This is an optimization exercise on Yosys and OpenROAD, whose aim is small area, a short achievable clock period and few clock cycles per item, not a production implementation. RTL that was checked went through simulation tests only; none was proved equivalent to the original.

== the previous run ==
## xoodoo_nc
module xoodoo_nc #(
    parameter [5:0] CUT = 6'b110101
) (
    input         clk,
    input         rst,    
    input         dv,
    input  [95:0] state,
    output [95:0] out,
    output        out_valid
);
==> module xoodoo_nc, before the edit <==
module xoodoo_nc #(
    parameter [5:0] CUT = 6'b110101
) (
    input         clk,
    input         rst,    
    input         dv,
    input  [95:0] state,
    output [95:0] out,
    output        out_valid
);
    localparam integer NST = CUT[0] + CUT[1] + CUT[2] + CUT[3] + CUT[4] + 1;
    function [31:0] rotl;
        input [31:0] v;
        input integer n;
        rotl = (v << n) | (v >> (32 - n));
    endfunction
    function [95:0] half_a;
        input [95:0] s;
        input [31:0] rc;
        reg [31:0] a0, a1, a2, p, e;
        begin
            a0 = s[31:0]; a1 = s[63:32]; a2 = s[95:64];
            p = a0 ^ a1 ^ a2;
            e = rotl(p, 5) ^ rotl(p, 14);
            a0 = a0 ^ e ^ rc;
            a1 = a1 ^ e;
            a2 = rotl(a2 ^ e, 11);
            half_a = {a2, a1, a0};
        end
    endfunction
    function [95:0] half_b;
        input [95:0] s;
        reg [31:0] a0, a1, a2, b0, b1, b2;
        begin
            a0 = s[31:0]; a1 = s[63:32]; a2 = s[95:64];
            b0 = a0 ^ (~a1 & a2);
            b1 = a1 ^ (~a2 & a0);
            b2 = a2 ^ (~a0 & a1);
            half_b = {rotl(b2, 8), rotl(b1, 1), b0};
        end
    endfunction
    wire [95:0] h [0:6];
    assign h[0] = state;
    genvar k;
    generate
        for (k = 0; k < 6; k = k + 1) begin : g_half
            wire [95:0] c;
            if (k % 2 == 0) begin : g_a
                assign c = half_a(h[k], k == 0 ? 32'h380 : k == 2 ? 32'hF0 : 32'h1A0);
            end else begin : g_b
                assign c = half_b(h[k]);
            end
            if (CUT[k] || k == 5) begin : g_reg
                reg [95:0] r;
                always @(posedge clk) r <= c;
                assign h[k+1] = r;
            end else begin : g_comb
                assign h[k+1] = c;
            end
        end
    endgenerate
    assign out = h[6];
    reg  [NST-1:0] v;
    wire [NST:0]   v_in = {v, dv};
    always @(posedge clk) begin
        if (rst) v <= {NST{1'b0}};
        else     v <= v_in[NST-1:0];
    end
    assign out_valid = v[NST-1];
endmodule
make LEC_CHECK=0 CAP_MARGIN=20 CORE_MARGIN=2 CORE_UTILIZATION=40 SLEW_MARGIN=20 finish   # period 7.0 ns
run.sh (not shown) runs the stock make flow with config.mk's settings and CLKGATE_MAP_FILE= SYNTH_SCRIPT=/design/flow/synth_recipe.tcl, a recipe that flattens the netlist after the stock synthesis.
The previous run did not stop at any stage, and its layout met the timing, DRC and antenna checks.
#### Input delta (the current run over the previous run)
diff --git a/flow/design.v b/flow/design.v
--- a/flow/design.v
+++ b/flow/design.v
@@ -1,7 +1,7 @@
 module xoodoo_nc #(
-    parameter [5:0] CUT = 6'b110101
+    parameter [5:0] CUT = 6'b100010
 ) (
     input         clk,
     input         rst,    
     input         dv,
     input  [95:0] state,
- Count of placed standard cells including taps in the current run vs the previous run: down 227
- Any difference in total vias in the final route between the current run and the previous run is small enough to ignore.
- Comparing the current run and the previous run, the higher number of combinational gates with multiple inputs was measured on the current run.
- Diff the previous run -> the current run | area of all sequential standard cells | decrease of 0.0039 mm²
- Setup slack of the worst register-to-register path, the current run and the previous run, lower one = the current run.
- The run showing the greater number of global-route vias before repair is the previous run.
- The higher worst slack on hold paths of the current run and the previous run is in the current run.
- The current run: PASS, flow complete, no timing, DRC or antenna violations
No run of this note included a check of the RTL's function; only the layout flow was run.

---

## JK
The RTL this note starts from:
==> flow/design.v <==
module xoodoo_nc #(
    parameter [5:0] CUT = 6'b100101
) (
    input         clk,
    input         rst,    
    input         dv,
    input  [95:0] state,
    output [95:0] out,
    output        out_valid
);
    localparam integer NST = CUT[0] + CUT[1] + CUT[2] + CUT[3] + CUT[4] + 1;
    wire [95:0] h [0:6];
    assign h[0] = state;
    genvar k;
    generate
        for (k = 0; k < 6; k = k + 1) begin : g_half
            wire [95:0] c;
            if (k % 2 == 0) begin : g_a
                xoo_theta #(.RC(k == 0 ? 32'h380 : k == 2 ? 32'hF0 : 32'h1A0))
                    u_theta (.s(h[k]), .o(c));
            end else begin : g_b
                xoo_chi u_chi (.s(h[k]), .o(c));
            end
            if (CUT[k] || k == 5) begin : g_reg
                reg [95:0] r;
                always @(posedge clk) r <= c;
                assign h[k+1] = r;
            end else begin : g_comb
                assign h[k+1] = c;
            end
        end
    endgenerate
    assign out = h[6];
    reg  [NST-1:0] v;
    wire [NST:0]   v_in = {v, dv};
    always @(posedge clk) begin
        if (rst) v <= {NST{1'b0}};
        else     v <= v_in[NST-1:0];
    end
    assign out_valid = v[NST-1];
endmodule
module xoo_xor32 #(
    parameter [31:0] K = 32'h0
) (
    input  [31:0] a,
    input  [31:0] b,
    output [31:0] y
);
    assign y = a ^ b ^ K;
endmodule
module xoo_theta #(
    parameter [31:0] RC = 32'h0
) (
    input  [95:0] s,
    output [95:0] o
);
    wire [31:0] a0 = s[31:0], a1 = s[63:32], a2 = s[95:64];
    wire [31:0] p01, p, e, b0, b1, b2;
    xoo_xor32 u_p01 (.a(a0),  .b(a1), .y(p01));
    xoo_xor32 u_p   (.a(p01), .b(a2), .y(p));
    xoo_xor32 u_e   (.a({p[26:0], p[31:27]}), .b({p[17:0], p[31:18]}), .y(e));
    xoo_xor32 #(.K(RC)) u_b0 (.a(a0), .b(e), .y(b0));
    xoo_xor32 u_b1  (.a(a1), .b(e), .y(b1));
    xoo_xor32 u_b2  (.a(a2), .b(e), .y(b2));
    assign o = {b2[20:0], b2[31:21], b1, b0};
endmodule
module xoo_chi (
    input  [95:0] s,
    output [95:0] o
);
    wire [31:0] a0 = s[31:0], a1 = s[63:32], a2 = s[95:64];
    wire [31:0] b0 = a0 ^ (~a1 & a2);
    wire [31:0] b1 = a1 ^ (~a2 & a0);
    wire [31:0] b2 = a2 ^ (~a0 & a1);
    assign o = {b2[23:0], b2[31:24], b1[30:0], b1[31], b0};
endmodule
Settings: LEC_CHECK=0, CAP_MARGIN=20, CORE_MARGIN=2, CORE_UTILIZATION=40, SLEW_MARGIN=20, SYNTH_HIERARCHICAL=1; clock period 7.0 ns.
standard.sh (not shown) runs the stock make flow with config.mk's settings and CLKGATE_MAP_FILE= SYNTH_SCRIPT=/design/flow/synth_recipe.tcl, a recipe that flattens the netlist after the stock synthesis.
==> flow/flow/run.sh <==
#!/bin/bash
# The standard layout, with plain buffers (not delay cells) on the ports.
set -euo pipefail
bash standard.sh "BUFFER_PORTS_ARGS=-buffer_cell sky130_fd_sc_hd__buf_2" finish > standard.log 2>&1
Testbench counts of JK, summed over its fixed seeds: cycles 16,016, items 16,000.
For MS, these inputs were changed with respect to JK:
--- a/flow/design.v
+++ b/flow/design.v
@@ -1,8 +1,8 @@
 module xoodoo_nc #(
-    parameter [5:0] CUT = 6'b100101
+    parameter [5:0] CUT = 6'b110101
 ) (
     input         clk,
     input         rst,    
     input         dv,
     input  [95:0] state,
     output [95:0] out,
Results
Diff JK -> MS | sequential share of the synthesized area | increase of 7.0 points
Of JK and MS, the run reporting the higher utilization was MS.
Routability congestion estimate from global placement for MS: 4.1% down relative to JK
JK -> MS: floorplan die height increased by a few percent
The share of the final layout cell area in sequential cells reported for MS is greater than that of JK by 5.7 points.
Taking MS over JK, the clock-buffer cell count ratio works out to 1.4.
NOTE: met2 wire length in MS exceeds that of JK
Met1 track utilization from global routing: MS lower than JK
Against JK as the reference, MS delivers a higher design area.
No functional check of the RTL was part of MS.

## separate check: timing with driven ports
The results above use ideal ports. As a check the final layouts listed here were re-extracted and re-timed, cells and wires unchanged.
Step 1 sets driving cells, clkbuf_16 on the clock port and buf_2 on the other inputs (assumed; they add their load-dependent delay and slew).
Step 2 moves the port delays by t, midway between the first and last clock arrival at a register: inputs arrive t later, outputs are due t later. That takes back most of the time a late clock gives input paths.
Three values: ideal, step 1, step 2; two values: the first two.
run | t (ns) | slack for setup (ns) | latest minus earliest clock arrival (ns) | cell pins on the clock port's net
the previous run | 0.621 | 4.163 / 4.109 / 3.801 | 0.018 / 0.017 | 1
the current run | 0.504 | 2.834 / 2.834 / 2.627 | 0.011 / 0.011 | 1
JK | 0.621 | 4.189 / 4.189 / 4.010 | 0.013 / 0.012 | 1
MS | 0.603 | 4.564 / 4.542 / 3.999 | 0.013 / 0.013 | 1
After both steps every run listed still meets setup and hold. For MS, which loses most, drivers alone change the setup slack by -0.022 ns; drivers and shift together by -0.565 ns.
